What follows belongs to an exercise in optimizing a design on an open flow for small area, a short achievable clock period and few clock cycles per item; a production flow would make more cautious choices. RTL that was checked went through simulation tests only; none was proved equivalent to the original. No functional check of the RTL was part of runs 1, 4 and 5. Power is estimated from default activity; no workload was simulated.

==> design.v <==
module mult_s1(
    input [7:0] a,
    input [7:0] b,
    output [22:0] e
    );
    wire t1 = (a[0] & b[6]) ^ (a[1] & b[5]);
    wire t2 = (a[0] & b[6]) & (a[1] & b[5]);
    wire t3 = (a[0] & b[7]) ^ (a[1] & b[6]) ^ (a[2] & b[5]);
    wire t4 = ((a[0] & b[7]) & (a[1] & b[6])) | ((a[0] & b[7]) & (a[2] & b[5])) | ((a[1] & b[6]) & (a[2] & b[5]));
    wire t5 = (a[3] & b[4]) ^ (a[4] & b[3]);
    wire t6 = (a[3] & b[4]) & (a[4] & b[3]);
    wire t7 = (a[1] & b[7]) ^ (a[2] & b[6]) ^ (a[3] & b[5]);
    wire t8 = ((a[1] & b[7]) & (a[2] & b[6])) | ((a[1] & b[7]) & (a[3] & b[5])) | ((a[2] & b[6]) & (a[3] & b[5]));
    wire t9 = (a[4] & b[4]) ^ (a[5] & b[3]);
    wire t10 = (a[4] & b[4]) & (a[5] & b[3]);
    wire t11 = (a[2] & b[7]) ^ (a[3] & b[6]) ^ (a[4] & b[5]);
    wire t12 = ((a[2] & b[7]) & (a[3] & b[6])) | ((a[2] & b[7]) & (a[4] & b[5])) | ((a[3] & b[6]) & (a[4] & b[5]));
    wire t13 = (a[0] & b[4]) ^ (a[1] & b[3]);
    wire t14 = (a[0] & b[4]) & (a[1] & b[3]);
    wire t15 = (a[0] & b[5]) ^ (a[1] & b[4]) ^ (a[2] & b[3]);
    wire t16 = ((a[0] & b[5]) & (a[1] & b[4])) | ((a[0] & b[5]) & (a[2] & b[3])) | ((a[1] & b[4]) & (a[2] & b[3]));
    wire t17 = (a[3] & b[2]) ^ (a[4] & b[1]);
    wire t18 = (a[3] & b[2]) & (a[4] & b[1]);
    wire t19 = (a[2] & b[4]) ^ (a[3] & b[3]) ^ (a[4] & b[2]);
    wire t20 = ((a[2] & b[4]) & (a[3] & b[3])) | ((a[2] & b[4]) & (a[4] & b[2])) | ((a[3] & b[3]) & (a[4] & b[2]));
    wire t21 = (a[5] & b[1]) ^ (a[6] & b[0]) ^ t1;
    wire t22 = ((a[5] & b[1]) & (a[6] & b[0])) | ((a[5] & b[1]) & t1) | ((a[6] & b[0]) & t1);
    wire t23 = (a[5] & b[2]) ^ (a[6] & b[1]) ^ (a[7] & b[0]);
    wire t24 = ((a[5] & b[2]) & (a[6] & b[1])) | ((a[5] & b[2]) & (a[7] & b[0])) | ((a[6] & b[1]) & (a[7] & b[0]));
    wire t25 = t2 ^ t5 ^ t3;
    wire t26 = (t2 & t5) | (t2 & t3) | (t5 & t3);
    wire t27 = (a[6] & b[2]) ^ (a[7] & b[1]) ^ t6;
    wire t28 = ((a[6] & b[2]) & (a[7] & b[1])) | ((a[6] & b[2]) & t6) | ((a[7] & b[1]) & t6);
    wire t29 = t9 ^ t4 ^ t7;
    wire t30 = (t9 & t4) | (t9 & t7) | (t4 & t7);
    wire t31 = (a[5] & b[4]) ^ (a[6] & b[3]) ^ (a[7] & b[2]);
    wire t32 = ((a[5] & b[4]) & (a[6] & b[3])) | ((a[5] & b[4]) & (a[7] & b[2])) | ((a[6] & b[3]) & (a[7] & b[2]));
    wire t33 = t10 ^ t8 ^ t11;
    wire t34 = (t10 & t8) | (t10 & t11) | (t8 & t11);
    wire t35 = (a[3] & b[7]) ^ (a[4] & b[6]) ^ (a[5] & b[5]);
    wire t36 = ((a[3] & b[7]) & (a[4] & b[6])) | ((a[3] & b[7]) & (a[5] & b[5])) | ((a[4] & b[6]) & (a[5] & b[5]));
    wire t37 = (a[6] & b[4]) ^ (a[7] & b[3]) ^ t12;
    wire t38 = ((a[6] & b[4]) & (a[7] & b[3])) | ((a[6] & b[4]) & t12) | ((a[7] & b[3]) & t12);
    wire t39 = (a[4] & b[7]) ^ (a[5] & b[6]) ^ (a[6] & b[5]);
    wire t40 = ((a[4] & b[7]) & (a[5] & b[6])) | ((a[4] & b[7]) & (a[6] & b[5])) | ((a[5] & b[6]) & (a[6] & b[5]));
    wire t41 = (a[0] & b[3]) ^ (a[1] & b[2]);
    wire t42 = (a[0] & b[3]) & (a[1] & b[2]);
    wire t43 = (a[2] & b[2]) ^ (a[3] & b[1]) ^ (a[4] & b[0]);
    wire t44 = ((a[2] & b[2]) & (a[3] & b[1])) | ((a[2] & b[2]) & (a[4] & b[0])) | ((a[3] & b[1]) & (a[4] & b[0]));
    wire t45 = (a[5] & b[0]) ^ t14 ^ t17;
    wire t46 = ((a[5] & b[0]) & t14) | ((a[5] & b[0]) & t17) | (t14 & t17);
    wire t47 = t18 ^ t16 ^ t19;
    wire t48 = (t18 & t16) | (t18 & t19) | (t16 & t19);
    wire t49 = t20 ^ t23 ^ t22;
    wire t50 = (t20 & t23) | (t20 & t22) | (t23 & t22);
    wire t51 = t24 ^ t27 ^ t26;
    wire t52 = (t24 & t27) | (t24 & t26) | (t27 & t26);
    wire t53 = t31 ^ t28 ^ t30;
    wire t54 = (t31 & t28) | (t31 & t30) | (t28 & t30);
    wire t55 = t32 ^ t35 ^ t37;
    wire t56 = (t32 & t35) | (t32 & t37) | (t35 & t37);
    wire t57 = (a[7] & b[4]) ^ t36 ^ t39;
    wire t58 = ((a[7] & b[4]) & t36) | ((a[7] & b[4]) & t39) | (t36 & t39);
    wire t59 = (a[5] & b[7]) ^ (a[6] & b[6]) ^ (a[7] & b[5]);
    wire t60 = ((a[5] & b[7]) & (a[6] & b[6])) | ((a[5] & b[7]) & (a[7] & b[5])) | ((a[6] & b[6]) & (a[7] & b[5]));
    wire t61 = (a[0] & b[2]) ^ (a[1] & b[1]);
    wire t62 = (a[0] & b[2]) & (a[1] & b[1]);
    wire t63 = (a[2] & b[1]) ^ (a[3] & b[0]) ^ t41;
    wire t64 = ((a[2] & b[1]) & (a[3] & b[0])) | ((a[2] & b[1]) & t41) | ((a[3] & b[0]) & t41);
    wire t65 = t42 ^ t13 ^ t43;
    wire t66 = (t42 & t13) | (t42 & t43) | (t13 & t43);
    wire t67 = t44 ^ t15 ^ t45;
    wire t68 = (t44 & t15) | (t44 & t45) | (t15 & t45);
    wire t69 = t46 ^ t21 ^ t47;
    wire t70 = (t46 & t21) | (t46 & t47) | (t21 & t47);
    wire t71 = t48 ^ t25 ^ t49;
    wire t72 = (t48 & t25) | (t48 & t49) | (t25 & t49);
    wire t73 = t29 ^ t50 ^ t51;
    wire t74 = (t29 & t50) | (t29 & t51) | (t50 & t51);
    wire t75 = t33 ^ t52 ^ t53;
    wire t76 = (t33 & t52) | (t33 & t53) | (t52 & t53);
    wire t77 = t34 ^ t54 ^ t55;
    wire t78 = (t34 & t54) | (t34 & t55) | (t54 & t55);
    wire t79 = t38 ^ t57 ^ t56;
    wire t80 = (t38 & t57) | (t38 & t56) | (t57 & t56);
    wire t81 = t40 ^ t59 ^ t58;
    wire t82 = (t40 & t59) | (t40 & t58) | (t59 & t58);
    wire t83 = (a[6] & b[7]) ^ (a[7] & b[6]) ^ t60;
    wire t84 = ((a[6] & b[7]) & (a[7] & b[6])) | ((a[6] & b[7]) & t60) | ((a[7] & b[6]) & t60);
    wire t85 = (a[0] & b[1]) ^ (a[1] & b[0]);
    wire t86 = (a[0] & b[1]) & (a[1] & b[0]);
    wire t87 = t61 ^ (a[2] & b[0]) ^ t86;
    wire t88 = (t61 & (a[2] & b[0])) | (t61 & t86) | ((a[2] & b[0]) & t86);
    wire t89 = t62 ^ t63 ^ t88;
    wire t90 = (t62 & t63) | (t62 & t88) | (t63 & t88);
    wire t91 = t64 ^ t65 ^ t90;
    wire t92 = (t64 & t65) | (t64 & t90) | (t65 & t90);
    wire t93 = t66 ^ t67 ^ t92;
    wire t94 = (t66 & t67) | (t66 & t92) | (t67 & t92);
    assign e[0] = t85;
    assign e[1] = t87;
    assign e[2] = t89;
    assign e[3] = t91;
    assign e[4] = t93;
    assign e[5] = t68;
    assign e[6] = t69;
    assign e[7] = t70;
    assign e[8] = t71;
    assign e[9] = t72;
    assign e[10] = t73;
    assign e[11] = t74;
    assign e[12] = t75;
    assign e[13] = t76;
    assign e[14] = t77;
    assign e[15] = t78;
    assign e[16] = t79;
    assign e[17] = t80;
    assign e[18] = t81;
    assign e[19] = t82;
    assign e[20] = t83;
    assign e[21] = t84;
    assign e[22] = t94;
endmodule
module mult_s2(
    input [7:0] a,
    input [7:0] b,
    input [22:0] e,
    output [15:0] x
    );
    assign x[0] = (a[0] & b[0]);
    assign x[1] = e[0];
    assign x[2] = e[1];
    assign x[3] = e[2];
    assign x[4] = e[3];
    assign x[5] = e[4];
    wire s6 = e[5] ^ e[6] ^ e[22];
    wire g6 = (e[5] & e[6]) | (e[5] & e[22]) | (e[6] & e[22]);
    wire p6 = 1'b0;
    wire s7 = e[7] ^ e[8];
    wire g7 = e[7] & e[8];
    wire p7 = e[7] | e[8];
    wire s8 = e[9] ^ e[10];
    wire g8 = e[9] & e[10];
    wire p8 = e[9] | e[10];
    wire s9 = e[11] ^ e[12];
    wire g9 = e[11] & e[12];
    wire p9 = e[11] | e[12];
    wire s10 = e[13] ^ e[14];
    wire g10 = e[13] & e[14];
    wire p10 = e[13] | e[14];
    wire s11 = e[15] ^ e[16];
    wire g11 = e[15] & e[16];
    wire p11 = e[15] | e[16];
    wire s12 = e[17] ^ e[18];
    wire g12 = e[17] & e[18];
    wire p12 = e[17] | e[18];
    wire s13 = e[19] ^ e[20];
    wire g13 = e[19] & e[20];
    wire p13 = e[19] | e[20];
    wire s14 = e[21] ^ (a[7] & b[7]);
    wire g14 = e[21] & (a[7] & b[7]);
    wire p14 = e[21] | (a[7] & b[7]);
    wire s15 = 1'b0 ^ 1'b0;
    wire g15 = 1'b0 & 1'b0;
    wire p15 = 1'b0 | 1'b0;
    wire G1 = g7 | (p7 & g6);
    wire P1 = p7 & p6;
    wire G2 = g9 | (p9 & g8);
    wire P2 = p9 & p8;
    wire G3 = g11 | (p11 & g10);
    wire P3 = p11 & p10;
    wire G4 = g13 | (p13 & g12);
    wire P4 = p13 & p12;
    wire G5 = g15 | (p15 & g14);
    wire P5 = p15 & p14;
    wire G6 = g8 | (p8 & G1);
    wire P6 = p8 & P1;
    wire G7 = G2 | (P2 & G1);
    wire P7 = P2 & P1;
    wire G8 = g12 | (p12 & G3);
    wire P8 = p12 & P3;
    wire G9 = G4 | (P4 & G3);
    wire P9 = P4 & P3;
    wire G10 = g10 | (p10 & G7);
    wire P10 = p10 & P7;
    wire G11 = G3 | (P3 & G7);
    wire P11 = P3 & P7;
    wire G12 = G8 | (P8 & G7);
    wire P12 = P8 & P7;
    wire G13 = G9 | (P9 & G7);
    wire P13 = P9 & P7;
    wire G14 = g14 | (p14 & G13);
    wire P14 = p14 & P13;
    wire G15 = G5 | (P5 & G13);
    wire P15 = P5 & P13;
    assign x[6] = s6;
    assign x[7] = s7 ^ g6;
    assign x[8] = s8 ^ G1;
    assign x[9] = s9 ^ G6;
    assign x[10] = s10 ^ G7;
    assign x[11] = s11 ^ G10;
    assign x[12] = s12 ^ G11;
    assign x[13] = s13 ^ G12;
    assign x[14] = s14 ^ G13;
    assign x[15] = s15 ^ G14;
endmodule
`timescale 1ns / 1ps
module kadai4 (
    input CLK,
    input RST,
    input [7:0] A,
    input [7:0] B,
    input ACK,
    input START,
    input HALT,
    output [15:0] X,
    output X_VALID,
    output REQ_AB
);
reg [15:0] r0, r1, r2, r3, r4, r5, r6, r7;
reg [22:0] e;
reg inp;             
reg outp;            
reg req;             
reg [2:0] cnt;       
reg [2:0] w;         
reg req_o;           
reg vld;             
wire abort = RST | HALT;
wire acc = req & ACK;
wire [22:0] part;
wire [15:0] prod;
mult_s1 ml1 (
    .a(r5[15:8]),
    .b(r5[7:0]),
    .e(part)
);
mult_s2 ml2 (
    .a(r6[15:8]),
    .b(r6[7:0]),
    .e(e),
    .x(prod)
);
always @(posedge CLK) begin
    r0 <= acc ? {A, B} : r6;
    r1 <= r0;
    r2 <= r1;
    r3 <= r2;
    r4 <= r3;
    r5 <= r4;
    r6 <= r5;
    e <= part;
    r7 <= prod;
end
wire idle = !inp && !outp;
wire cnt7 = (cnt == 3'd7);
wire [2:0] cnt_up = cnt + 3'd1;
wire [2:0] cnt_hold = idle ? 3'd0 : outp ? cnt_up : cnt;
wire [2:0] cnt_acc = idle ? 3'd0 : (outp || req) ? cnt_up : cnt;
wire req_nack = !abort && (inp ? (!req && w == 3'd1) : (idle && START));
wire req_ack = !abort && (inp ? (req ? !cnt7 : w == 3'd1) : (idle && START));
wire last = inp && req && cnt7;
wire inp_nack = !abort && (inp || (idle && START));
wire inp_ack = inp_nack && !last;
wire outp_nack = !abort && outp && !cnt7;
wire outp_ack = !abort && ((outp && !cnt7) || last);
always @(posedge CLK) begin
    cnt <= ACK ? cnt_acc : cnt_hold;
    w <= (req && !ACK) ? 3'd6 : w - 3'd1;
    req <= ACK ? req_ack : req_nack;
    inp <= ACK ? inp_ack : inp_nack;
    outp <= ACK ? outp_ack : outp_nack;
    if (abort) begin
        req_o <= 1'b0;
        vld <= 1'b0;
    end else if (inp) begin
        if (acc) begin
            if (cnt7) begin
                req_o <= 1'b0;
                vld <= 1'b1;
            end
        end else if (req_o) begin
            req_o <= 1'b0;
        end else if (w == 3'd1) begin
            req_o <= 1'b1;
        end
    end else if (outp) begin
        if (cnt7) vld <= 1'b0;
    end else if (START) begin
        req_o <= 1'b1;
    end
end
assign X = r7;
assign X_VALID = vld;
assign REQ_AB = req_o;
endmodule    
==> flow/run.sh <==
#!/bin/bash
# The standard layout, with Yosys's full-adder extraction left out (the adder
# trees are mapped by ABC from plain gates instead of sky130 fa/ha cells),
# plain buffers on the ports, and no dummy loads in the clock tree.
set -euo pipefail
bash standard.sh ADDER_MAP_FILE= \
  "BUFFER_PORTS_ARGS=-buffer_cell sky130_fd_sc_hd__buf_2" \
  "CTS_ARGS=-sink_clustering_enable -repair_clock_nets -dont_use_dummy_load -sink_clustering_size 30 -sink_clustering_max_diameter 100 -buf_list sky130_fd_sc_hd__clkbuf_8" \
  finish > flow.log 2>&1
==> standard.sh <==
#!/bin/bash
# synth_recipe.tcl (not shown) runs the flow's synth.tcl, then flattens the netlist and writes it again
# the make line also repeats each setting of config.mk as NAME=value (left out here)
make -C /OpenROAD-flow-scripts/flow DESIGN_CONFIG=/design/flow/config.mk WORK_HOME=/design/flow/orfs CLKGATE_MAP_FILE= SYNTH_SCRIPT=/design/flow/synth_recipe.tcl "${@:-finish}"
==> config.mk <==
export PLATFORM = sky130hd
export DESIGN_NAME = kadai4
export DESIGN_NICKNAME = kadai4
export VERILOG_FILES = /design/flow/design.v
export SDC_FILE = /design/flow/constraint.sdc
export NUM_CORES = 4
export LEC_CHECK = 0
export ABC_AREA = 1
export ABC_CLOCK_PERIOD_IN_PS = 2000
export CAP_MARGIN = 20
export CORE_MARGIN = 2
export CORE_UTILIZATION = 40
export CTS_BUF_LIST = sky130_fd_sc_hd__clkbuf_8
export CTS_CLUSTER_DIAMETER = 100
export CTS_CLUSTER_SIZE = 30
export SETUP_SLACK_MARGIN = 3.0
export SLEW_MARGIN = 20
==> constraint.sdc <==
create_clock -name core_clock -period 5.0 [get_ports {CLK}]
set_input_delay 1.0000 -clock core_clock [delete_from_list [all_inputs] [get_ports {CLK}]]
set_output_delay 1.0000 -clock core_clock [all_outputs]
set_load 0.01 [all_outputs]
==> impl_metrics.yaml, run 1 <==
worst_setup_path:
  worst-path-buf-inv: 1
  r2r_slack_ns: 3.18
  crit_path_end_kind: "primary output"
  critPathTopFamily: "flip-flops"
  start_kind: "register"
  crit_type: "reg -> out"
  cp_cell_sequence: "buf_2"
  worstPathArrival_ns: 0.93
  cp.required_ns: 4.00
  cpPeakStageDelay_ns: 0.36
  crit_fanout: 3
  slowest_stage: "dfxtp_1"
die:
  design.portCount: 39
  die_area_sq_um: 16200
  start_util_pct: 40.5
  core_sq_um: 15000
  dieHeight_um: 127
  rows: 45
  die_w_um: 127
synth:
  synth_area_sq_um: 6080
  syn_inst: 786
  ys.flop_type: "dfxtp_1"
  synth_top_area_share_pct: 52.3
  yosysMostFrequentCell: "nand2_1"
  yosys-top-cells-count: "342 x nand2_1, 159 x dfxtp_1, 62 x inv_1"
  yosys.cell_types.count: 33
  netlist_top_cells_area: "dfxtp_1 52%, nand2_1 21%, nand3_1 4.1%"
  syn_area_per_cell_sq_um: 7.74
  synth_area_leader_cell: "dfxtp_1"
  synth_seq_area_share_pct: 53.8
  ys_ff_latch: 162
  synth.net_count: 807
  ys_warn_count: 1
  async_flop_share_pct: 0
  synth-edff-count: 3
timing:
  rsz0062_at_grt: "yes"
  fin_ws_ns: 3.07
  fmax_ghz: 0.518
  drv_slew: 0
  min_period_ns: 1.93
  finalCritPeriodShare_pct: 38.6
  setup_tns_ns: 0
  clock_skew_ns: 0.0344
  slew_headroom_pct: 63.9
  finalSetupViolCount: 0
  hold_viol: 0
  holdWs_ns: 0.315
  worstMarginPinSlew_ns: 0.541
routing:
  routed-via-count: 4342
  postRouteWirelength_um: 10000
  drtIter0Drc: 200
  wl_per_cell_um: 9.94
  drt_first_pass_iters: 5
  vias_per_cell: 4.30
  remaining_drc_errors: 0
  ant_nets: 0
final_layout:
  nNetsFinal: 845
  utilization_pct: 44.1
  drive_above_1_share_pct: 11.8
  antenna_cells: 0
  syn_to_final_growth_pct: 8.89
  fillCellCount: 1508
clock_tree:
  cts_sinks: 162
  cts-root-buf: "clkbuf_8"
  tritoncts: "yes"
  htreeDepth: 4
  numCtsBuffers: 17
  cts_setup_buffers: 0
  clk_latency_ns: 0.45
  clk_pin_slew_worst_paths_ns: 0.08
  hold_buffers: 0
  cts_max_path_buffers: 2
placement:
  gp_congestion: 0.782
  dp_slack_ns: 2.11
  place_hpwl_um: 7430
  numPortBuffers: 38
grt:
  grt_pass1_vias: 3888
  antenna_found_initial: 0
  grt_max_degree: 21
  grt_pass1_wl_um: 17600
  grt_overflow: 0
  grtUsageTotal_pct: 13.7
pwr:
  max-vdd-ir-drop_mv: 0.228
  p_per_area_nw_per_um2: 365
  power.leakage_uw: 0.00347
run:
  cap_viol_max_count: 0
min_path:
  hold_path.class: "reg -> reg"
status:
  status: "complete, no violations"
## metal layers
| metal | up-vias | GRT usage (%) | share of wire, % |
|---|---|---|---|
| met5 | - | 0 | 0 |
| met3 | 14 | 3.73 | 3.4 |
| li1 | 2467 | - | - |
| met1 | 1803 | 18.8 | 54 |
| met2 | 58 | 20.4 | 41 |
| met4 | 0 | 6.01 | 1.9 |
## cells in the final DEF, fill, tap and decap left out, drive strengths merged
master,instances
nand2,354
dfxtp,159
inv,73
nand3,52
nor2,45
buf,38
a21oi,19
clkbuf,17
xor2,16
xnor2,15
o21ai,8
nand4,6
or2,4
nand3b,3
edfxtp,3
a21boi,3
a31oi,2
nor3,2
clkinv,1
and2,1
a21o,1
## power by group
| group | switching (uW) | total (uW) | internal [uW] |
|---|---|---|---|
| Sequential | 84.0 | 1520 | 1440 |
| Combinational | 126 | 217 | 90.6 |
| Clock | 380 | 679 | 300 |
| Total | 590 | 2420 | 1830 |
## flip-flops by register name (all words and copies together), names as in the netlist
| signal | cells |
|---|---|
| outp | 1 |
| r4 | 16 |
| r5 | 16 |
| r3 | 16 |
| r0 | 16 |
| cnt | 3 |
| r1 | 16 |
| r2 | 16 |
| e | 23 |
| r6 | 16 |
| vld | 1 |
| req | 1 |
| r7 | 16 |
| w | 3 |
| inp | 1 |
| req_o | 1 |
## worst register-to-register path, cell delays in order, from the launching register on
cell and delay, ns:
dfxtp_1 0.60, nand2_2 0.16, inv_2 0.09, nand3_1 0.10, nand2_1 0.11, xor2_1 0.23, nand2_1 0.08, nand2_1 0.10
inv_1 0.05, nand2_1 0.09, nand2_1 0.05, nand2_1 0.05, nand2_1 0.04
## final timing paths
| check | cells after the start | from | end |
|---|---|---|---|
| max | 1 | req_o | REQ_AB |
| min | 0 | r0[0] | r1[0] |
| max reg2reg | 12 | r5[3] | e[8] |
| min reg2reg | 0 | r0[0] | r1[0] |
## through the flow
| stage | cells | total power (uW) | instance area [sq um] |
|---|---|---|---|
| after floorplan | 786 | 1710 | 6080 |
| after global placement | 993 | 1760 | 6380 |
| after detailed placement | 993 | 1770 | 6380 |
| after CTS | 1010 | 2450 | 6620 |
| after global routing | 1010 | 2550 | 6620 |
| final | 1010 | 2420 | 6620 |
## layout make-up
cell class	count	area, sq um	area share, %
clock buffer	17	234	3.53
inverter	74	280	4.23
multi-input combinational	531	2400	36.3
sequential	162	3280	49.5
tap	188	235	3.55
timing repair buffer	38	190	2.87
## cells by family after synthesis
| group | count (synthesis) | share of synthesized area, % |
|---|---|---|
| buffers and inverters | 93 | 6.69 |
| and+or+nand+nor | 467 | 31.9 |
| DFF | 162 | 53.8 |
| xor gates and xnor gates | 31 | 4.59 |
| AOI/OAI and AO/OA | 33 | 3.04 |
## what timing repair did
action                     4_1_cts  5_1_grt
gates resized for setup          2        5
setup endpoints to repair       18        6
pin swaps                        0        0
==> run 2: changes to the inputs <==
--- a/design.v
+++ b/design.v
@@ -271,23 +271,6 @@
     inp <= ACK ? inp_ack : inp_nack;
     outp <= ACK ? outp_ack : outp_nack;
-    if (abort) begin
-        req_o <= 1'b0;
-        vld <= 1'b0;
-    end else if (inp) begin
-        if (acc) begin
-            if (cnt7) begin
-                req_o <= 1'b0;
-                vld <= 1'b1;
-            end
-        end else if (req_o) begin
-            req_o <= 1'b0;
-        end else if (w == 3'd1) begin
-            req_o <= 1'b1;
-        end
-    end else if (outp) begin
-        if (cnt7) vld <= 1'b0;
-    end else if (START) begin
-        req_o <= 1'b1;
-    end
+    req_o <= !abort && (inp ? (acc ? !cnt7 : (!req && w == 3'd1)) : (!outp && START));
+    vld <= !abort && (inp ? (acc && cnt7) : (outp && !cnt7));
 end
 assign X = r7;
==> run 2 against run 1 <==
- sequential cell count unchanged
- synthesized area about the same
- routed wire length is 1.7% higher
- largest power group unchanged
==> impl_metrics.yaml, run 2 <==
die:
  dieHeight_um: 127
  rows: 45
  die_area_sq_um: 16200
  die_w_um: 127
  core_sq_um: 15000
  design.portCount: 39
  start_util_pct: 40.5
final_layout:
  antenna_cells: 0
  mostFrequentLayoutCells: "340 x nand2_1, 155 x dfxtp_1, 74 x inv_1"
  syn_to_final_growth_pct: 9.50
  multiInputGateArea_sq_um: 2420
  regArea_sq_um: 3280
  fillCellCount: 1519
  drive_above_1_share_pct: 13.4
  final_common_cell: "nand2_1"
  largest_reg_flops: 23
  nNetsFinal: 849
  largest_register: "e"
min_path:
  hp-start: "r0[14]"
  min_path_cells: 0
  hold_path.class: "reg -> reg"
  hold_end: "r1[14]"
synth:
  synth_area_sq_um: 6080
  synth.net_count: 807
  netlist_top_cells_area: "dfxtp_1 52%, nand2_1 21%, inv_1 4.6%"
  yosys-top-cells-count: "341 x nand2_1, 159 x dfxtp_1, 74 x inv_1"
  ys_warn_count: 1
  synth_top_area_share_pct: 52.3
  syn_inst: 786
  syn_area_per_cell_sq_um: 7.74
  ys_ff_latch: 162
  async_flop_share_pct: 0
  yosys.cell_types.count: 38
  synth-edff-count: 3
  synth_area_leader_cell: "dfxtp_1"
  ys.flop_type: "dfxtp_1"
  yosysMostFrequentCell: "nand2_1"
  synth_seq_area_share_pct: 53.8
worst_setup_path:
  crit_path_end_kind: "primary output"
  r2r_start: "r5[12]"
  critPathTopFamily: "flip-flops"
  slowest_stage: "dfxtp_1"
  worstPathArrival_ns: 0.91
  regToRegEndpoint: "e[14]"
  cpPeakStageDelay_ns: 0.34
  crit_fanout: 1
  worstSetupStartpoint: "req_o"
  crit_type: "reg -> out"
  cp_cell_sequence: "buf_2"
  r2r_slack_ns: 3.25
  start_kind: "register"
  worst-path-buf-inv: 1
  cp.required_ns: 4.00
  ff2ff_path_depth: 11
routing:
  ant_nets: 0
  routed-via-count: 4355
  drtIter0Drc: 174
  postRouteWirelength_um: 10200
  drt_first_pass_iters: 4
  vias_per_cell: 4.29
  remaining_drc_errors: 0
  wl_per_cell_um: 10.1
timing:
  rsz0062_at_grt: "no"
  clock_skew_ns: 0.0307
  slew_headroom_pct: 72.1
  fmax_ghz: 0.524
  drv_slew: 0
  min_period_ns: 1.91
  finalSetupViolCount: 0
  worstMarginPinSlew_ns: 0.418
  setup_tns_ns: 0
  finalCritPeriodShare_pct: 38.1
  holdWs_ns: 0.313
  hold_viol: 0
placement:
  numPortBuffers: 38
  gp_congestion: 0.784
  place_hpwl_um: 7430
clock_tree:
  cts-root-buf: "clkbuf_8"
  cts_sinks: 162
  clk_pin_slew_worst_paths_ns: 0.09
  htreeDepth: 4
  cts_max_path_buffers: 2
  numCtsBuffers: 17
  tritoncts: "yes"
  cts_setup_buffers: 0
  clk_latency_ns: 0.45
  hold_buffers: 0
pwr:
  max-vdd-ir-drop_mv: 0.191
  p_per_area_nw_per_um2: 364
  power.leakage_uw: 0.00357
status:
  status: "complete, no violations"
grt:
  grt_overflow: 0
  grt_pass1_wl_um: 17700
  grtUsageTotal_pct: 13.8
  grt_pass1_vias: 3938
  antenna_found_initial: 0
  grt_max_degree: 20
run:
  cap_viol_max_count: 0
run 2: cells by family after synthesis:
kind of cell           count (synthesis)  synth area share (%)
flip-flops                           162                  53.8
AND/OR/NAND/NOR                      473                  33.1
XOR/XNOR                              27                  4.01
buffers and inverters                 96                  6.48
AO/OA/AOI/OAI                         28                  2.61
run 2: how the worst max path moves through the flow:
stage / endpoint / slack [ns] / depth (start not counted)
finish: REQ_AB / 3.09 / 1
global placement: outp / 2.28 / 5
CTS: REQ_AB / 3.05 / 1
floorplan: cnt[0] / 3.09 / 3
detailed placement: outp / 2.30 / 5
global route: e[14] / 3.02 / 13
run 2: timing repair:
action,CTS,global route
setup endpoints to repair,19,10
cloned,0,0
gates resized for setup,1,5
run 2: per-layer routing:
metal / track usage [%] / vias to the layer above / wire length, um
li1: - / 2455 / -
met1: 18.8 / 1828 / 5510
met2: 20.6 / 61 / 4240
met3: 4.27 / 11 / 336
met4: 5.43 / 0 / 114
met5: 0 / - / 0
run 2: worst reg2reg max path: stages, from the launching register on:
cell and delay (ns):
dfxtp_1 0.58, nand2_2 0.14, nor2_1 0.21, nor2_1 0.10
nand2_1 0.13, nand2_2 0.08, nand3_1 0.11, nand2_1 0.06
nand2_1 0.09, nand2_1 0.05, nand2_1 0.05, nand2_1 0.04
run 2: layout make-up:
class | count | share of cell area (%)
repair buffers | 38 | 2.85
flip-flops and latches | 162 | 49.2
well taps | 188 | 3.53
clock buffers | 17 | 3.51
multi-input cells | 528 | 36.3
inverters | 81 | 4.58
run 2: power by group:
group          internal [uW]  leakage (uW)  total, uW  switching (uW)
sequential              1440       0.00134       1520            81.8
combinational           91.0       0.00210        217             126
clock                    300      0.000122        690             390
total                   1830       0.00357       2430             598
run 2: stage by stage:
stage          std cells  worst slack [ns]  utilization, %  area, sq um  power (uW)
2_1_floorplan        786              3.09               -         6080        1700
3_3_place_gp         997              2.28            42.7         6420        1760
3_5_place_dp         997              2.30            42.7         6420        1770
4_1_cts             1014              3.05            44.3         6660        2460
5_1_grt             1014              3.02            44.3         6660        2560
6_report            1014              3.09            44.3         6660        2430
Testbench counts of run 2, summed over its fixed seeds: cycles 3,264, items 1,536.
==> run 3: changes to the inputs <==
--- a/design.v
+++ b/design.v
@@ -2,5 +2,5 @@
     input [7:0] a,
     input [7:0] b,
-    output [22:0] e
+    output [21:0] e
     );
     wire t1 = (a[0] & b[6]) ^ (a[1] & b[5]);
@@ -98,4 +98,6 @@
     wire t93 = t66 ^ t67 ^ t92;
     wire t94 = (t66 & t67) | (t66 & t92) | (t67 & t92);
+    wire t95 = t68 ^ t69 ^ t94;
+    wire t96 = (t68 & t69) | (t68 & t94) | (t69 & t94);
     assign e[0] = t85;
     assign e[1] = t87;
@@ -103,27 +105,26 @@
     assign e[3] = t91;
     assign e[4] = t93;
-    assign e[5] = t68;
-    assign e[6] = t69;
-    assign e[7] = t70;
-    assign e[8] = t71;
-    assign e[9] = t72;
-    assign e[10] = t73;
-    assign e[11] = t74;
-    assign e[12] = t75;
-    assign e[13] = t76;
-    assign e[14] = t77;
-    assign e[15] = t78;
-    assign e[16] = t79;
-    assign e[17] = t80;
-    assign e[18] = t81;
-    assign e[19] = t82;
-    assign e[20] = t83;
-    assign e[21] = t84;
-    assign e[22] = t94;
+    assign e[5] = t95;
+    assign e[6] = t70;
+    assign e[7] = t71;
+    assign e[8] = t72;
+    assign e[9] = t73;
+    assign e[10] = t74;
+    assign e[11] = t75;
+    assign e[12] = t76;
+    assign e[13] = t77;
+    assign e[14] = t78;
+    assign e[15] = t79;
+    assign e[16] = t80;
+    assign e[17] = t81;
+    assign e[18] = t82;
+    assign e[19] = t83;
+    assign e[20] = t84;
+    assign e[21] = t96;
 endmodule
 module mult_s2(
     input [7:0] a,
     input [7:0] b,
-    input [22:0] e,
+    input [21:0] e,
     output [15:0] x
     );
@@ -134,74 +135,67 @@
     assign x[4] = e[3];
     assign x[5] = e[4];
-    wire s6 = e[5] ^ e[6] ^ e[22];
-    wire g6 = (e[5] & e[6]) | (e[5] & e[22]) | (e[6] & e[22]);
-    wire p6 = 1'b0;
-    wire s7 = e[7] ^ e[8];
-    wire g7 = e[7] & e[8];
-    wire p7 = e[7] | e[8];
-    wire s8 = e[9] ^ e[10];
-    wire g8 = e[9] & e[10];
-    wire p8 = e[9] | e[10];
-    wire s9 = e[11] ^ e[12];
-    wire g9 = e[11] & e[12];
-    wire p9 = e[11] | e[12];
-    wire s10 = e[13] ^ e[14];
-    wire g10 = e[13] & e[14];
-    wire p10 = e[13] | e[14];
-    wire s11 = e[15] ^ e[16];
-    wire g11 = e[15] & e[16];
-    wire p11 = e[15] | e[16];
-    wire s12 = e[17] ^ e[18];
-    wire g12 = e[17] & e[18];
-    wire p12 = e[17] | e[18];
-    wire s13 = e[19] ^ e[20];
-    wire g13 = e[19] & e[20];
-    wire p13 = e[19] | e[20];
-    wire s14 = e[21] ^ (a[7] & b[7]);
-    wire g14 = e[21] & (a[7] & b[7]);
-    wire p14 = e[21] | (a[7] & b[7]);
+    assign x[6] = e[5];
+    wire s7 = e[6] ^ e[7] ^ e[21];
+    wire g7 = (e[6] & e[7]) | (e[6] & e[21]) | (e[7] & e[21]);
+    wire p7 = 1'b0;
+    wire s8 = e[8] ^ e[9];
+    wire g8 = e[8] & e[9];
+    wire p8 = e[8] | e[9];
+    wire s9 = e[10] ^ e[11];
+    wire g9 = e[10] & e[11];
+    wire p9 = e[10] | e[11];
+    wire s10 = e[12] ^ e[13];
+    wire g10 = e[12] & e[13];
+    wire p10 = e[12] | e[13];
+    wire s11 = e[14] ^ e[15];
+    wire g11 = e[14] & e[15];
+    wire p11 = e[14] | e[15];
+    wire s12 = e[16] ^ e[17];
+    wire g12 = e[16] & e[17];
+    wire p12 = e[16] | e[17];
+    wire s13 = e[18] ^ e[19];
+    wire g13 = e[18] & e[19];
+    wire p13 = e[18] | e[19];
+    wire s14 = e[20] ^ (a[7] & b[7]);
+    wire g14 = e[20] & (a[7] & b[7]);
+    wire p14 = e[20] | (a[7] & b[7]);
     wire s15 = 1'b0 ^ 1'b0;
     wire g15 = 1'b0 & 1'b0;
     wire p15 = 1'b0 | 1'b0;
-    wire G1 = g7 | (p7 & g6);
-    wire P1 = p7 & p6;
-    wire G2 = g9 | (p9 & g8);
-    wire P2 = p9 & p8;
-    wire G3 = g11 | (p11 & g10);
-    wire P3 = p11 & p10;
-    wire G4 = g13 | (p13 & g12);
-    wire P4 = p13 & p12;
-    wire G5 = g15 | (p15 & g14);
-    wire P5 = p15 & p14;
-    wire G6 = g8 | (p8 & G1);
-    wire P6 = p8 & P1;
-    wire G7 = G2 | (P2 & G1);
-    wire P7 = P2 & P1;
-    wire G8 = g12 | (p12 & G3);
-    wire P8 = p12 & P3;
-    wire G9 = G4 | (P4 & G3);
-    wire P9 = P4 & P3;
-    wire G10 = g10 | (p10 & G7);
-    wire P10 = p10 & P7;
-    wire G11 = G3 | (P3 & G7);
-    wire P11 = P3 & P7;
-    wire G12 = G8 | (P8 & G7);
-    wire P12 = P8 & P7;
-    wire G13 = G9 | (P9 & G7);
-    wire P13 = P9 & P7;
-    wire G14 = g14 | (p14 & G13);
-    wire P14 = p14 & P13;
-    wire G15 = G5 | (P5 & G13);
-    wire P15 = P5 & P13;
-    assign x[6] = s6;
-    assign x[7] = s7 ^ g6;
-    assign x[8] = s8 ^ G1;
-    assign x[9] = s9 ^ G6;
-    assign x[10] = s10 ^ G7;
-    assign x[11] = s11 ^ G10;
-    assign x[12] = s12 ^ G11;
-    assign x[13] = s13 ^ G12;
-    assign x[14] = s14 ^ G13;
-    assign x[15] = s15 ^ G14;
+    wire G1 = g8 | (p8 & g7);
+    wire P1 = p8 & p7;
+    wire G2 = g10 | (p10 & g9);
+    wire P2 = p10 & p9;
+    wire G3 = g12 | (p12 & g11);
+    wire P3 = p12 & p11;
+    wire G4 = g14 | (p14 & g13);
+    wire P4 = p14 & p13;
+    wire G5 = g9 | (p9 & G1);
+    wire P5 = p9 & P1;
+    wire G6 = G2 | (P2 & G1);
+    wire P6 = P2 & P1;
+    wire G7 = g13 | (p13 & G3);
+    wire P7 = p13 & P3;
+    wire G8 = G4 | (P4 & G3);
+    wire P8 = P4 & P3;
+    wire G9 = g11 | (p11 & G6);
+    wire P9 = p11 & P6;
+    wire G10 = G3 | (P3 & G6);
+    wire P10 = P3 & P6;
+    wire G11 = G7 | (P7 & G6);
+    wire P11 = P7 & P6;
+    wire G12 = G8 | (P8 & G6);
+    wire P12 = P8 & P6;
+    wire G13 = g15 | (p15 & G12);
+    wire P13 = p15 & P12;
+    assign x[7] = s7;
+    assign x[8] = s8 ^ g7;
+    assign x[9] = s9 ^ G1;
+    assign x[10] = s10 ^ G5;
+    assign x[11] = s11 ^ G6;
+    assign x[12] = s12 ^ G9;
+    assign x[13] = s13 ^ G10;
+    assign x[14] = s14 ^ G11;
+    assign x[15] = s15 ^ G12;
 endmodule
 `timescale 1ns / 1ps
@@ -219,5 +213,5 @@
 );
 reg [15:0] r0, r1, r2, r3, r4, r5, r6, r7;
-reg [22:0] e;
+reg [21:0] e;
 reg inp;             
 reg outp;            
@@ -229,5 +223,5 @@
 wire abort = RST | HALT;
 wire acc = req & ACK;
-wire [22:0] part;
+wire [21:0] part;
 wire [15:0] prod;
 mult_s1 ml1 (
==> run 3 against run 2 <==
- routed wire length shrank 5.5%
- synthesized cell count is 3.1% lower
- synthesized area fell by 0.86%
- non-clock buffer count unchanged
- sequential share of layout area is 0.51 points higher
- core utilization grew 0.66 points
- sequential cell count decreased by 1
- critical path depth unchanged
- final cell count shrank 3.1%
- power shrank 0.62%
- via count is 2.1% lower
- critical path type unchanged
- critical endpoint is now X_VALID
- highest routed layer unchanged
==> impl_metrics.yaml, run 3 <==
worst_setup_path:
  ff2ff_path_depth: 12
  worstSetupStartpoint: "vld"
  regToRegEndpoint: "e[9]"
  cpPeakStageDelay_ns: 0.31
  cp.required_ns: 4.00
  cp_cell_sequence: "buf_2"
  crit_path_end_kind: "primary output"
  critical_path_depth: 1
  crit_fanout: 1
  r2r_start: "r5[12]"
  crit_path_end: "X_VALID"
  r2r_slack_ns: 3.23
  worst-path-buf-inv: 1
  start_kind: "register"
  critPathTopFamily: "flip-flops"
  slowest_stage: "dfxtp_1"
  worstPathArrival_ns: 0.87
  crit_type: "reg -> out"
timing:
  fmax_ghz: 0.535
  setup_tns_ns: 0
  finalSetupViolCount: 0
  min_period_ns: 1.87
  worstMarginPinSlew_ns: 0.333
  finalCritPeriodShare_pct: 37.4
  rsz0062_at_grt: "yes"
  clock_skew_ns: 0.0202
  drv_slew: 0
  slew_headroom_pct: 77.7
  hold_viol: 0
pwr:
  p_per_area_nw_per_um2: 366
  max-vdd-ir-drop_mv: 0.210
  power.leakage_uw: 0.00342
  power_uw: 2410
synth:
  syn_inst: 762
  synth_area_leader_cell: "dfxtp_1"
  async_flop_share_pct: 0
  yosys.cell_types.count: 36
  synth-edff-count: 3
  netlist_top_cells_area: "dfxtp_1 52%, nand2_1 21%, inv_1 3.6%"
  yosysMostFrequentCell: "nand2_1"
  ys_ff_latch: 161
  syn_area_per_cell_sq_um: 7.92
  ys_warn_count: 1
  synth_seq_area_share_pct: 53.9
  synth.net_count: 783
  synth_area_sq_um: 6030
  yosys-top-cells-count: "333 x nand2_1, 158 x dfxtp_1, 58 x inv_1"
  ys.flop_type: "dfxtp_1"
  synth_top_area_share_pct: 52.4
grt:
  grt_overflow: 0
  grt_use_met1_pct: 17.3
  antenna_found_initial: 0
  met3_usage_pct: 3.75
  grtUsageTotal_pct: 12.9
  grt_pass1_wl_um: 16400
  gr-max-usage-layer: "met2"
  met2_usage_pct: 19.5
  grt_max_degree: 20
  grt_pass1_vias: 3722
final_layout:
  syn_to_final_growth_pct: 9.19
  design_area_sq_um: 6590
  mostFrequentLayoutCells: "332 x nand2_1, 143 x dfxtp_1, 58 x inv_1"
  fillCellCount: 1470
  antenna_cells: 0
  drive_above_1_share_pct: 14.3
  largest_reg_flops: 22
  nNetsFinal: 822
  largest_register: "e"
  final_common_cell: "nand2_1"
  stdcell_count: 983
clock_tree:
  cts_max_path_buffers: 2
  cts-root-buf: "clkbuf_8"
  clk_pin_slew_worst_paths_ns: 0.08
  numCtsBuffers: 17
  cts_sinks: 161
  tritoncts: "yes"
  htreeDepth: 4
  clk_latency_ns: 0.43
die:
  rows: 44
  start_util_pct: 41.2
  die_w_um: 127
  core_sq_um: 14600
  design.portCount: 39
  die_area_sq_um: 16100
  dieHeight_um: 127
placement:
  placed_cells: 966
  place_hpwl_um: 7130
  post_dp_cell_area_sq_um: 6330
  numPortBuffers: 38
  gp_congestion: 0.809
routing:
  wl_per_cell_um: 9.81
  drtIter0Drc: 207
  vias_per_cell: 4.34
  drt_first_pass_iters: 6
  postRouteWirelength_um: 9640
  remaining_drc_errors: 0
  ant_nets: 0
  routed-via-count: 4264
run:
  cap_viol_max_count: 0
status:
  status: "complete, no violations"
min_path:
  hold_path.class: "reg -> reg"
-- run 3: cell types whose count changed in the layout (fill, tap and decap cells not counted), moves of 3 or more --
cell     delta
dfxtp_1    -12
xor2_1      +5
dfxtp_2    +10
nand2_4     +4
nor2_2      -3
nand3_2     -5
nand2_1     -8
a21oi_1     -3
inv_1      -16
nand4_1     +7
nand2_2     -4
-- run 3: timing repair --
| action | 4_1_cts | 5_1_grt |
|---|---|---|
| gates resized for setup | 2 | 16 |
| setup endpoints to repair | 21 | 15 |
| hold buffers | 0 | 0 |
| pin swaps | 0 | 0 |
| setup buffers | 0 | 0 |
-- run 3: layout make-up --
| type | instances | area [sq um] | area share, % |
|---|---|---|---|
| Timing Repair Buffer | 38 | 190 | 2.89 |
| Sequential cell | 161 | 3270 | 49.7 |
| Inverter | 67 | 253 | 3.84 |
| Multi-Input combinational cell | 516 | 2400 | 36.5 |
| Clock buffer | 17 | 234 | 3.55 |
| Tap cell | 184 | 230 | 3.50 |
-- run 3: kinds of logic after synthesis --
logic type | after synthesis | synth area share, %
and+or+nand+nor | 456 | 32.2
DFF | 161 | 53.9
buffers and inverters | 85 | 6.24
xor gates and xnor gates | 33 | 5.16
AOI/OAI and AO/OA | 27 | 2.51
-- run 3: report_power, final --
part | leakage (uW) | internal (uW) | total [uW] | switching, uW
combinational | 0.00195 | 92.8 | 218 | 125
clock | 0.000122 | 300 | 672 | 372
sequential | 0.00134 | 1430 | 1520 | 89.4
total | 0.00342 | 1820 | 2410 | 587
-- run 3: through the flow --
stage	hold WS (ns)	utilization (%)	setup WS, ns
final	0.316	45.0	3.13
after global routing	0.325	45.0	2.99
after CTS	0.324	44.8	3.03
after detailed placement	0.312	43.2	2.37
after global placement	0.310	43.2	2.42
after floorplan	0.310	-	3.09
-- run 3: how the worst min path moves through the flow --
stage	endpoint	slack [ns]	startpoint	depth (start not counted)
floorplan	r1[0]	0.31	r0[0]	0
global placement	r3[4]	0.31	r2[4]	0
detailed placement	r1[11]	0.31	r0[11]	0
CTS	r4[8]	0.32	r3[8]	0
global route	r3[15]	0.33	r2[15]	0
finish	r3[15]	0.32	r2[15]	0
-- run 3: per-layer routing --
metal  routed length [um]  up-vias
li1                     -     2391
met1                 5180     1809
met2                 4030       55
met3                  291        9
met4                  136        0
met5                    0        -
Testbench counts of run 3, summed over its fixed seeds: cycles 3,264, items 1,536.
==> run 4: changes to the inputs <==
--- a/design.v
+++ b/design.v
@@ -2,5 +2,5 @@
     input [7:0] a,
     input [7:0] b,
-    output [21:0] e
+    output [20:0] e
     );
     wire t1 = (a[0] & b[6]) ^ (a[1] & b[5]);
@@ -100,4 +100,6 @@
     wire t95 = t68 ^ t69 ^ t94;
     wire t96 = (t68 & t69) | (t68 & t94) | (t69 & t94);
+    wire t97 = t70 ^ t71 ^ t96;
+    wire t98 = (t70 & t71) | (t70 & t96) | (t71 & t96);
     assign e[0] = t85;
     assign e[1] = t87;
@@ -106,25 +108,24 @@
     assign e[4] = t93;
     assign e[5] = t95;
-    assign e[6] = t70;
-    assign e[7] = t71;
-    assign e[8] = t72;
-    assign e[9] = t73;
-    assign e[10] = t74;
-    assign e[11] = t75;
-    assign e[12] = t76;
-    assign e[13] = t77;
-    assign e[14] = t78;
-    assign e[15] = t79;
-    assign e[16] = t80;
-    assign e[17] = t81;
-    assign e[18] = t82;
-    assign e[19] = t83;
-    assign e[20] = t84;
-    assign e[21] = t96;
+    assign e[6] = t97;
+    assign e[7] = t72;
+    assign e[8] = t73;
+    assign e[9] = t74;
+    assign e[10] = t75;
+    assign e[11] = t76;
+    assign e[12] = t77;
+    assign e[13] = t78;
+    assign e[14] = t79;
+    assign e[15] = t80;
+    assign e[16] = t81;
+    assign e[17] = t82;
+    assign e[18] = t83;
+    assign e[19] = t84;
+    assign e[20] = t98;
 endmodule
 module mult_s2(
     input [7:0] a,
     input [7:0] b,
-    input [21:0] e,
+    input [20:0] e,
     output [15:0] x
     );
@@ -136,49 +137,47 @@
     assign x[5] = e[4];
     assign x[6] = e[5];
-    wire s7 = e[6] ^ e[7] ^ e[21];
-    wire g7 = (e[6] & e[7]) | (e[6] & e[21]) | (e[7] & e[21]);
-    wire p7 = 1'b0;
-    wire s8 = e[8] ^ e[9];
-    wire g8 = e[8] & e[9];
-    wire p8 = e[8] | e[9];
-    wire s9 = e[10] ^ e[11];
-    wire g9 = e[10] & e[11];
-    wire p9 = e[10] | e[11];
-    wire s10 = e[12] ^ e[13];
-    wire g10 = e[12] & e[13];
-    wire p10 = e[12] | e[13];
-    wire s11 = e[14] ^ e[15];
-    wire g11 = e[14] & e[15];
-    wire p11 = e[14] | e[15];
-    wire s12 = e[16] ^ e[17];
-    wire g12 = e[16] & e[17];
-    wire p12 = e[16] | e[17];
-    wire s13 = e[18] ^ e[19];
-    wire g13 = e[18] & e[19];
-    wire p13 = e[18] | e[19];
-    wire s14 = e[20] ^ (a[7] & b[7]);
-    wire g14 = e[20] & (a[7] & b[7]);
-    wire p14 = e[20] | (a[7] & b[7]);
+    assign x[7] = e[6];
+    wire s8 = e[7] ^ e[8] ^ e[20];
+    wire g8 = (e[7] & e[8]) | (e[7] & e[20]) | (e[8] & e[20]);
+    wire p8 = 1'b0;
+    wire s9 = e[9] ^ e[10];
+    wire g9 = e[9] & e[10];
+    wire p9 = e[9] | e[10];
+    wire s10 = e[11] ^ e[12];
+    wire g10 = e[11] & e[12];
+    wire p10 = e[11] | e[12];
+    wire s11 = e[13] ^ e[14];
+    wire g11 = e[13] & e[14];
+    wire p11 = e[13] | e[14];
+    wire s12 = e[15] ^ e[16];
+    wire g12 = e[15] & e[16];
+    wire p12 = e[15] | e[16];
+    wire s13 = e[17] ^ e[18];
+    wire g13 = e[17] & e[18];
+    wire p13 = e[17] | e[18];
+    wire s14 = e[19] ^ (a[7] & b[7]);
+    wire g14 = e[19] & (a[7] & b[7]);
+    wire p14 = e[19] | (a[7] & b[7]);
     wire s15 = 1'b0 ^ 1'b0;
     wire g15 = 1'b0 & 1'b0;
     wire p15 = 1'b0 | 1'b0;
-    wire G1 = g8 | (p8 & g7);
-    wire P1 = p8 & p7;
-    wire G2 = g10 | (p10 & g9);
-    wire P2 = p10 & p9;
-    wire G3 = g12 | (p12 & g11);
-    wire P3 = p12 & p11;
-    wire G4 = g14 | (p14 & g13);
-    wire P4 = p14 & p13;
-    wire G5 = g9 | (p9 & G1);
-    wire P5 = p9 & P1;
+    wire G1 = g9 | (p9 & g8);
+    wire P1 = p9 & p8;
+    wire G2 = g11 | (p11 & g10);
+    wire P2 = p11 & p10;
+    wire G3 = g13 | (p13 & g12);
+    wire P3 = p13 & p12;
+    wire G4 = g15 | (p15 & g14);
+    wire P4 = p15 & p14;
+    wire G5 = g10 | (p10 & G1);
+    wire P5 = p10 & P1;
     wire G6 = G2 | (P2 & G1);
     wire P6 = P2 & P1;
-    wire G7 = g13 | (p13 & G3);
-    wire P7 = p13 & P3;
+    wire G7 = g14 | (p14 & G3);
+    wire P7 = p14 & P3;
     wire G8 = G4 | (P4 & G3);
     wire P8 = P4 & P3;
-    wire G9 = g11 | (p11 & G6);
-    wire P9 = p11 & P6;
+    wire G9 = g12 | (p12 & G6);
+    wire P9 = p12 & P6;
     wire G10 = G3 | (P3 & G6);
     wire P10 = P3 & P6;
@@ -187,15 +186,12 @@
     wire G12 = G8 | (P8 & G6);
     wire P12 = P8 & P6;
-    wire G13 = g15 | (p15 & G12);
-    wire P13 = p15 & P12;
-    assign x[7] = s7;
-    assign x[8] = s8 ^ g7;
-    assign x[9] = s9 ^ G1;
-    assign x[10] = s10 ^ G5;
-    assign x[11] = s11 ^ G6;
-    assign x[12] = s12 ^ G9;
-    assign x[13] = s13 ^ G10;
-    assign x[14] = s14 ^ G11;
-    assign x[15] = s15 ^ G12;
+    assign x[8] = s8;
+    assign x[9] = s9 ^ g8;
+    assign x[10] = s10 ^ G1;
+    assign x[11] = s11 ^ G5;
+    assign x[12] = s12 ^ G6;
+    assign x[13] = s13 ^ G9;
+    assign x[14] = s14 ^ G10;
+    assign x[15] = s15 ^ G11;
 endmodule
 `timescale 1ns / 1ps
@@ -213,5 +209,5 @@
 );
 reg [15:0] r0, r1, r2, r3, r4, r5, r6, r7;
-reg [21:0] e;
+reg [20:0] e;
 reg inp;             
 reg outp;            
@@ -223,5 +219,5 @@
 wire abort = RST | HALT;
 wire acc = req & ACK;
-wire [21:0] part;
+wire [20:0] part;
 wire [15:0] prod;
 mult_s1 ml1 (
==> run 4 against run 3 <==
- still clean
- die area is 0.24% lower
- worst setup slack worse by 0.0030 ns
- routed wire length increased by 0.46%
- non-clock buffer count stayed put
- register-to-register slack hardly changed
- global-route usage is 0.40 points higher
- critical path depth stayed put
- synthesized cell count is 2.8% lower
- first-iteration DRC count decreased by 8.7%
- sequential share of layout area is 0.14 points higher
- via count is 0.73% lower
- largest cell class unchanged
- largest power group unchanged
==> impl_metrics.yaml, run 4 <==
worst_setup_path:
  worstSetupStartpoint: "vld"
  crit_path_end_kind: "primary output"
  cp_cell_sequence: "buf_2"
  cpPeakStageDelay_ns: 0.32
  worst-path-buf-inv: 1
  critPathTopFamily: "flip-flops"
  cp.required_ns: 4.00
  worstPathArrival_ns: 0.87
  start_kind: "register"
  crit_fanout: 1
  crit_type: "reg -> out"
  r2r_start: "r5[2]"
  slowest_stage: "dfxtp_1"
run:
  cap_viol_max_count: 0
final_layout:
  largest_reg_flops: 21
  multiInputGateArea_sq_um: 2380
  final_common_cell: "nand2_1"
  design_area_sq_um: 6560
  antenna_cells: 0
  utilization_pct: 44.9
  mostFrequentLayoutCells: "296 x nand2_1, 142 x dfxtp_1, 58 x inv_1"
  fillCellCount: 1482
  regArea_sq_um: 3270
  syn_to_final_growth_pct: 8.98
  nNetsFinal: 802
  drive_above_1_share_pct: 16.8
  largest_register: "e"
synth:
  ys_warn_count: 1
  async_flop_share_pct: 0
  synth.net_count: 762
  synth_top_area_share_pct: 52.2
  synth_area_sq_um: 6020
  ys_ff_latch: 160
  synth_area_leader_cell: "dfxtp_1"
  syn_area_per_cell_sq_um: 8.12
  synth-edff-count: 3
  yosys.cell_types.count: 37
  ys.flop_type: "dfxtp_1"
  synth_seq_area_share_pct: 53.7
  yosysMostFrequentCell: "nand2_1"
  netlist_top_cells_area: "dfxtp_1 52%, nand2_1 19%, inv_1 3.6%"
  yosys-top-cells-count: "297 x nand2_1, 157 x dfxtp_1, 58 x inv_1"
  syn_inst: 741
timing:
  finalSetupViolCount: 0
  fmax_ghz: 0.534
  min_period_ns: 1.87
  drv_slew: 0
  worstMarginPinSlew_ns: 0.373
  setup_tns_ns: 0
  rsz0062_at_grt: "yes"
  holdWs_ns: 0.306
  clock_skew_ns: 0.0270
  hold_viol: 0
  finalCritPeriodShare_pct: 37.4
  slew_headroom_pct: 75.1
routing:
  wl_met1_um: 5200
  vias_per_cell: 4.40
  drtIter0Drc: 189
  top_layer: "met4"
  wl_met2_um: 4010
  wl_per_cell_um: 10.1
  routed-via-count: 4233
  ant_nets: 0
  route.met3.wl_um: 350
  drt_first_pass_iters: 4
  remaining_drc_errors: 0
  postRouteWirelength_um: 9690
clock_tree:
  cts_sinks: 160
  clk_latency_ns: 0.44
  numCtsBuffers: 17
  cts_setup_buffers: 0
  tritoncts: "yes"
  cts_max_path_buffers: 2
  cts-root-buf: "clkbuf_8"
  htreeDepth: 4
  clk_pin_slew_worst_paths_ns: 0.08
die:
  die_area_sq_um: 16000
  design.portCount: 39
  start_util_pct: 41.2
  die_w_um: 127
  dieHeight_um: 127
  rows: 44
  core_sq_um: 14600
placement:
  post_dp_cell_area_sq_um: 6280
  place_hpwl_um: 7100
  gp_congestion: 0.816
  numPortBuffers: 38
status:
  status: "complete, no violations"
grt:
  grt_overflow: 0
  grtUsageTotal_pct: 13.3
  antenna_found_initial: 0
  grt_pass1_vias: 3789
  grt_pass1_wl_um: 17100
  grt_max_degree: 20
pwr:
  power.leakage_uw: 0.00333
  max-vdd-ir-drop_mv: 0.226
  p_per_area_nw_per_um2: 376
  power_uw: 2470
min_path:
  hp-start: "r4[8]"
  hold_path.class: "reg -> reg"
run 4: area by class of cell:
cell class                      count  share of cell area (%)
Tap cell                          184                    3.51
Inverter                           67                    3.85
Timing Repair Buffer               38                    2.90
Sequential cell                   160                    49.9
Multi-Input combinational cell    497                    36.3
Clock buffer                       17                    3.57
run 4: final timing paths:
kind,endpoint,slack [ns],cells after the start
max reg2reg,e[20],3.22,15
max,X_VALID,3.13,1
min,r5[8],0.31,0
min reg2reg,r5[8],0.31,0
run 4: per-stage QoR:
step,instances,setup WS [ns]
after CTS,963,3.00
after global routing,963,2.94
after floorplan,741,3.11
final,963,3.13
after detailed placement,946,2.37
after global placement,946,2.37
run 4: power by group:
group | switching [uW] | leakage (uW) | internal [uW]
combinational | 145 | 0.00187 | 109
clock | 381 | 0.000122 | 300
sequential | 94.8 | 0.00134 | 1440
total | 621 | 0.00333 | 1840
run 4: cell families (layout without fill, tap and decap cells):
| logic type | after synthesis | in the layout | share of synthesized area, % |
|---|---|---|---|
| buf+inv | 84 | 122 | 6.74 |
| xor+xnor | 34 | 34 | 5.20 |
| compound gates | 31 | 31 | 2.99 |
| simple gates | 432 | 432 | 31.3 |
| flops | 160 | 160 | 53.7 |
run 4: metal layers:
metal  vias up  global-route usage (%)
met5         -                       0
met4         0                    5.04
met3        11                    3.96
met2        66                    19.3
met1      1820                    18.6
li1       2336                       -
run 4: repair_timing:
action / in CTS / in global routing
resized for setup: 2 / 22
setup endpoints to repair: 21 / 27
hold buffers: 0 / 0
endpoints found under the hold margin: 0 / 0
==> run 5: changes to the inputs <==
--- a/design.v
+++ b/design.v
@@ -138,60 +138,19 @@
     assign x[6] = e[5];
     assign x[7] = e[6];
-    wire s8 = e[7] ^ e[8] ^ e[20];
-    wire g8 = (e[7] & e[8]) | (e[7] & e[20]) | (e[8] & e[20]);
-    wire p8 = 1'b0;
-    wire s9 = e[9] ^ e[10];
-    wire g9 = e[9] & e[10];
-    wire p9 = e[9] | e[10];
-    wire s10 = e[11] ^ e[12];
-    wire g10 = e[11] & e[12];
-    wire p10 = e[11] | e[12];
-    wire s11 = e[13] ^ e[14];
-    wire g11 = e[13] & e[14];
-    wire p11 = e[13] | e[14];
-    wire s12 = e[15] ^ e[16];
-    wire g12 = e[15] & e[16];
-    wire p12 = e[15] | e[16];
-    wire s13 = e[17] ^ e[18];
-    wire g13 = e[17] & e[18];
-    wire p13 = e[17] | e[18];
-    wire s14 = e[19] ^ (a[7] & b[7]);
-    wire g14 = e[19] & (a[7] & b[7]);
-    wire p14 = e[19] | (a[7] & b[7]);
-    wire s15 = 1'b0 ^ 1'b0;
-    wire g15 = 1'b0 & 1'b0;
-    wire p15 = 1'b0 | 1'b0;
-    wire G1 = g9 | (p9 & g8);
-    wire P1 = p9 & p8;
-    wire G2 = g11 | (p11 & g10);
-    wire P2 = p11 & p10;
-    wire G3 = g13 | (p13 & g12);
-    wire P3 = p13 & p12;
-    wire G4 = g15 | (p15 & g14);
-    wire P4 = p15 & p14;
-    wire G5 = g10 | (p10 & G1);
-    wire P5 = p10 & P1;
-    wire G6 = G2 | (P2 & G1);
-    wire P6 = P2 & P1;
-    wire G7 = g14 | (p14 & G3);
-    wire P7 = p14 & P3;
-    wire G8 = G4 | (P4 & G3);
-    wire P8 = P4 & P3;
-    wire G9 = g12 | (p12 & G6);
-    wire P9 = p12 & P6;
-    wire G10 = G3 | (P3 & G6);
-    wire P10 = P3 & P6;
-    wire G11 = G7 | (P7 & G6);
-    wire P11 = P7 & P6;
-    wire G12 = G8 | (P8 & G6);
-    wire P12 = P8 & P6;
-    assign x[8] = s8;
-    assign x[9] = s9 ^ g8;
-    assign x[10] = s10 ^ G1;
-    assign x[11] = s11 ^ G5;
-    assign x[12] = s12 ^ G6;
-    assign x[13] = s13 ^ G9;
-    assign x[14] = s14 ^ G10;
-    assign x[15] = s15 ^ G11;
+    assign x[8] = e[7] ^ e[8] ^ e[20];
+    wire c1 = (e[7] & e[8]) | (e[7] & e[20]) | (e[8] & e[20]);
+    assign x[9] = e[9] ^ e[10] ^ c1;
+    wire c2 = (e[9] & e[10]) | (e[9] & c1) | (e[10] & c1);
+    assign x[10] = e[11] ^ e[12] ^ c2;
+    wire c3 = (e[11] & e[12]) | (e[11] & c2) | (e[12] & c2);
+    assign x[11] = e[13] ^ e[14] ^ c3;
+    wire c4 = (e[13] & e[14]) | (e[13] & c3) | (e[14] & c3);
+    assign x[12] = e[15] ^ e[16] ^ c4;
+    wire c5 = (e[15] & e[16]) | (e[15] & c4) | (e[16] & c4);
+    assign x[13] = e[17] ^ e[18] ^ c5;
+    wire c6 = (e[17] & e[18]) | (e[17] & c5) | (e[18] & c5);
+    assign x[14] = e[19] ^ (a[7] & b[7]) ^ c6;
+    wire c7 = (e[19] & (a[7] & b[7])) | (e[19] & c6) | ((a[7] & b[7]) & c6);
+    assign x[15] = c7;
 endmodule
 `timescale 1ns / 1ps
==> run 5 against run 4 <==
- die area up 0.60%
- power down 2.7%
- sequential share of layout area down 0.34 points
- critical path type unchanged
- critical endpoint unchanged
- register-to-register slack about the same
- core utilization down 0.066 points
- global-route usage down 0.095 points
- synthesized area up 0.62%
- critical path depth unchanged
- still clean
==> impl_metrics.yaml, run 5 <==
final_layout:
  largest_reg_flops: 21
  design_area_sq_um: 6570
  multiInputGateArea_sq_um: 2400
  regArea_sq_um: 3250
  nNetsFinal: 810
  mostFrequentLayoutCells: "298 x nand2_1, 142 x dfxtp_1, 64 x inv_1"
  antenna_cells: 0
  stdcell_count: 971
  fillCellCount: 1464
  utilization_pct: 44.9
  syn_to_final_growth_pct: 8.56
  drive_above_1_share_pct: 16.0
  largest_register: "e"
  final_common_cell: "nand2_1"
worst_setup_path:
  slowest_stage: "dfxtp_1"
  crit_path_end_kind: "primary output"
  worstPathArrival_ns: 0.88
  cpPeakStageDelay_ns: 0.32
  crit_fanout: 1
  crit_type: "reg -> out"
  worst-path-buf-inv: 1
  cp_cell_sequence: "buf_2"
  start_kind: "register"
  cp.required_ns: 4.00
  critPathTopFamily: "flip-flops"
synth:
  synth_area_sq_um: 6050
  synth_seq_area_share_pct: 53.4
  synth_top_area_share_pct: 51.9
  syn_inst: 749
  synth.net_count: 770
  yosys.cell_types.count: 38
  yosysMostFrequentCell: "nand2_1"
  async_flop_share_pct: 0
  syn_area_per_cell_sq_um: 8.08
  netlist_top_cells_area: "dfxtp_1 52%, nand2_1 19%, inv_1 4.0%"
  ys_warn_count: 1
  yosys-top-cells-count: "299 x nand2_1, 157 x dfxtp_1, 64 x inv_1"
  ys.flop_type: "dfxtp_1"
  synth-edff-count: 3
  ys_ff_latch: 160
  synth_area_leader_cell: "dfxtp_1"
placement:
  post_dp_cell_area_sq_um: 6310
  dp_slack_ns: 2.27
  place_hpwl_um: 7160
  gp_congestion: 0.820
  placed_cells: 954
  numPortBuffers: 38
status:
  status: "complete, no violations"
grt:
  grt_overflow: 0
  grt_pass1_wl_um: 17000
  antenna_found_initial: 0
  grt_pass1_vias: 3871
  grtUsageTotal_pct: 13.2
  grt_max_degree: 20
routing:
  vias_per_cell: 4.34
  postRouteWirelength_um: 9630
  ant_nets: 0
  wl_per_cell_um: 9.91
  drtIter0Drc: 160
  remaining_drc_errors: 0
  routed-via-count: 4213
  drt_first_pass_iters: 4
run:
  cap_viol_max_count: 0
clock_tree:
  cts_setup_buffers: 0
  cts-root-buf: "clkbuf_8"
  tritoncts: "yes"
  clk_pin_slew_worst_paths_ns: 0.08
  clk_latency_ns: 0.44
  numCtsBuffers: 17
  cts_sinks: 160
  htreeDepth: 4
  hold_buffers: 0
  cts_max_path_buffers: 2
pwr:
  switching_share_pct: 24.4
  pwr-share-clk_pct: 28.1
  power_switching_uw: 584
  power.leakage_uw: 0.00343
  p_int_uw: 1820
  max-vdd-ir-drop_mv: 0.196
  seqPwrFrac_pct: 62.8
  p_per_area_nw_per_um2: 365
  pwr-share-comb_pct: 9.1
timing:
  drv_slew: 0
  clock_skew_ns: 0.0289
  fin_ws_ns: 3.12
  fmax_ghz: 0.531
  slew_headroom_pct: 74.2
  hold_viol: 0
  worstMarginPinSlew_ns: 0.387
  setup_tns_ns: 0
  finalCritPeriodShare_pct: 37.6
  min_period_ns: 1.88
  rsz0062_at_grt: "yes"
  finalSetupViolCount: 0
die:
  die_area_sq_um: 16100
  die_w_um: 127
  rows: 44
  design.portCount: 39
  core_sq_um: 14600
  start_util_pct: 41.3
  dieHeight_um: 127
min_path:
  hold_path.class: "reg -> reg"
[run 5: cell count changes after synthesis, moves of 3 or more]
cell	before	now
inv_1	58	64
xnor2_1	17	13
inv_2	8	5
nand3_1	42	45
nor2_1	29	32
[run 5: timing repair]
action	CTS	global route
gates resized for setup	1	17
endpoints found under the setup margin	19	14
gates cloned	0	0
[run 5: kinds of logic (layout without fill, tap and decap cells)]
logic type | count (synthesis) | in the layout | share of synthesized area (%)
AO/OA/AOI/OAI | 36 | 36 | 3.68
buffers and inverters | 87 | 125 | 7.01
AND/OR/NAND/NOR | 434 | 434 | 31.0
XOR/XNOR | 32 | 32 | 4.88
flip-flops | 160 | 160 | 53.4
[run 5: area by class of cell]
| class | instances | share of cell area (%) |
|---|---|---|
| clock buffer | 17 | 3.56 |
| tap | 184 | 3.50 |
| timing repair buffer | 38 | 2.89 |
| multi-input combinational | 502 | 36.5 |
| inverter | 70 | 4.02 |
| sequential | 160 | 49.5 |
[run 5: path summary, 6_finish.rpt]
check,depth (start not counted),slack [ns],end,startpoint
setup / recovery,1,3.12,X_VALID,vld
hold / removal,0,0.32,r1[14],r0[14]
setup reg to reg,15,3.22,e[6],r5[5]
hold reg to reg,0,0.32,r1[14],r0[14]
[run 5: per-layer routing]
metal / vias up / GRT usage [%] / share of wire (%)
met1: 1779 / 17.5 / 53
met4: 0 / 6.08 / 1.9
met3: 15 / 3.52 / 3.6
li1: 2360 / - / -
met2: 59 / 20.2 / 41
met5: - / 0 / 0
[run 5: power by group through the flow]
| stage | sequential [uW] | clock, uW | combinational [uW] |
|---|---|---|---|
| floorplan | 1490 | 0 | 211 |
| global placement | 1530 | 0 | 217 |
| detailed placement | 1530 | 0 | 220 |
| CTS | 1510 | 710 | 221 |
| global route | 1530 | 759 | 253 |
| finish | 1510 | 674 | 218 |
[run 5: stage by stage]
step | total power, uW | hold slack [ns]
2_1_floorplan | 1700 | 0.310
4_1_cts | 2440 | 0.319
5_1_grt | 2540 | 0.331
6_report | 2400 | 0.317
3_5_place_dp | 1750 | 0.312
3_3_place_gp | 1750 | 0.310

[re-timing with driven ports]
How much do the figures lean on ideal ports? The routed layouts below were timed once more, with nothing changed but the port constraints. Step 1 sets driving cells, clkbuf_16 on the clock port and buf_2 on the other inputs (assumed; they add their load-dependent delay and slew). Step 2 moves the port delays by t, midway between the first and last clock arrival at a register: inputs arrive t later, outputs are due t later. That takes back most of the time a late clock gives input paths. a / b / c = ideal / step 1 / step 2; a / b = the first two.
run | t, ns | setup WS [ns] | clock arrival spread, ns | slew at the worst register clock pin (ns) | cell pins on the clock port's net
run 1 | 0.465 | 3.069 / 3.034 / 2.899 | 0.034 / 0.034 | 0.09 / 0.09 | 1
run 2 | 0.468 | 3.093 / 3.058 / 2.920 | 0.033 / 0.033 | 0.09 / 0.09 | 1
run 3 | 0.458 | 3.132 / 3.097 / 2.954 | 0.023 / 0.023 | 0.08 / 0.08 | 1
run 4 | 0.458 | 3.129 / 3.096 / 2.938 | 0.027 / 0.027 | 0.08 / 0.08 | 1
run 5 | 0.464 | 3.118 / 3.082 / 2.894 | 0.029 / 0.029 | 0.08 / 0.08 | 1
After both steps every run listed still meets setup and hold. For run 5, which loses most, drivers alone change the setup slack by -0.036 ns; drivers and shift together by -0.224 ns.
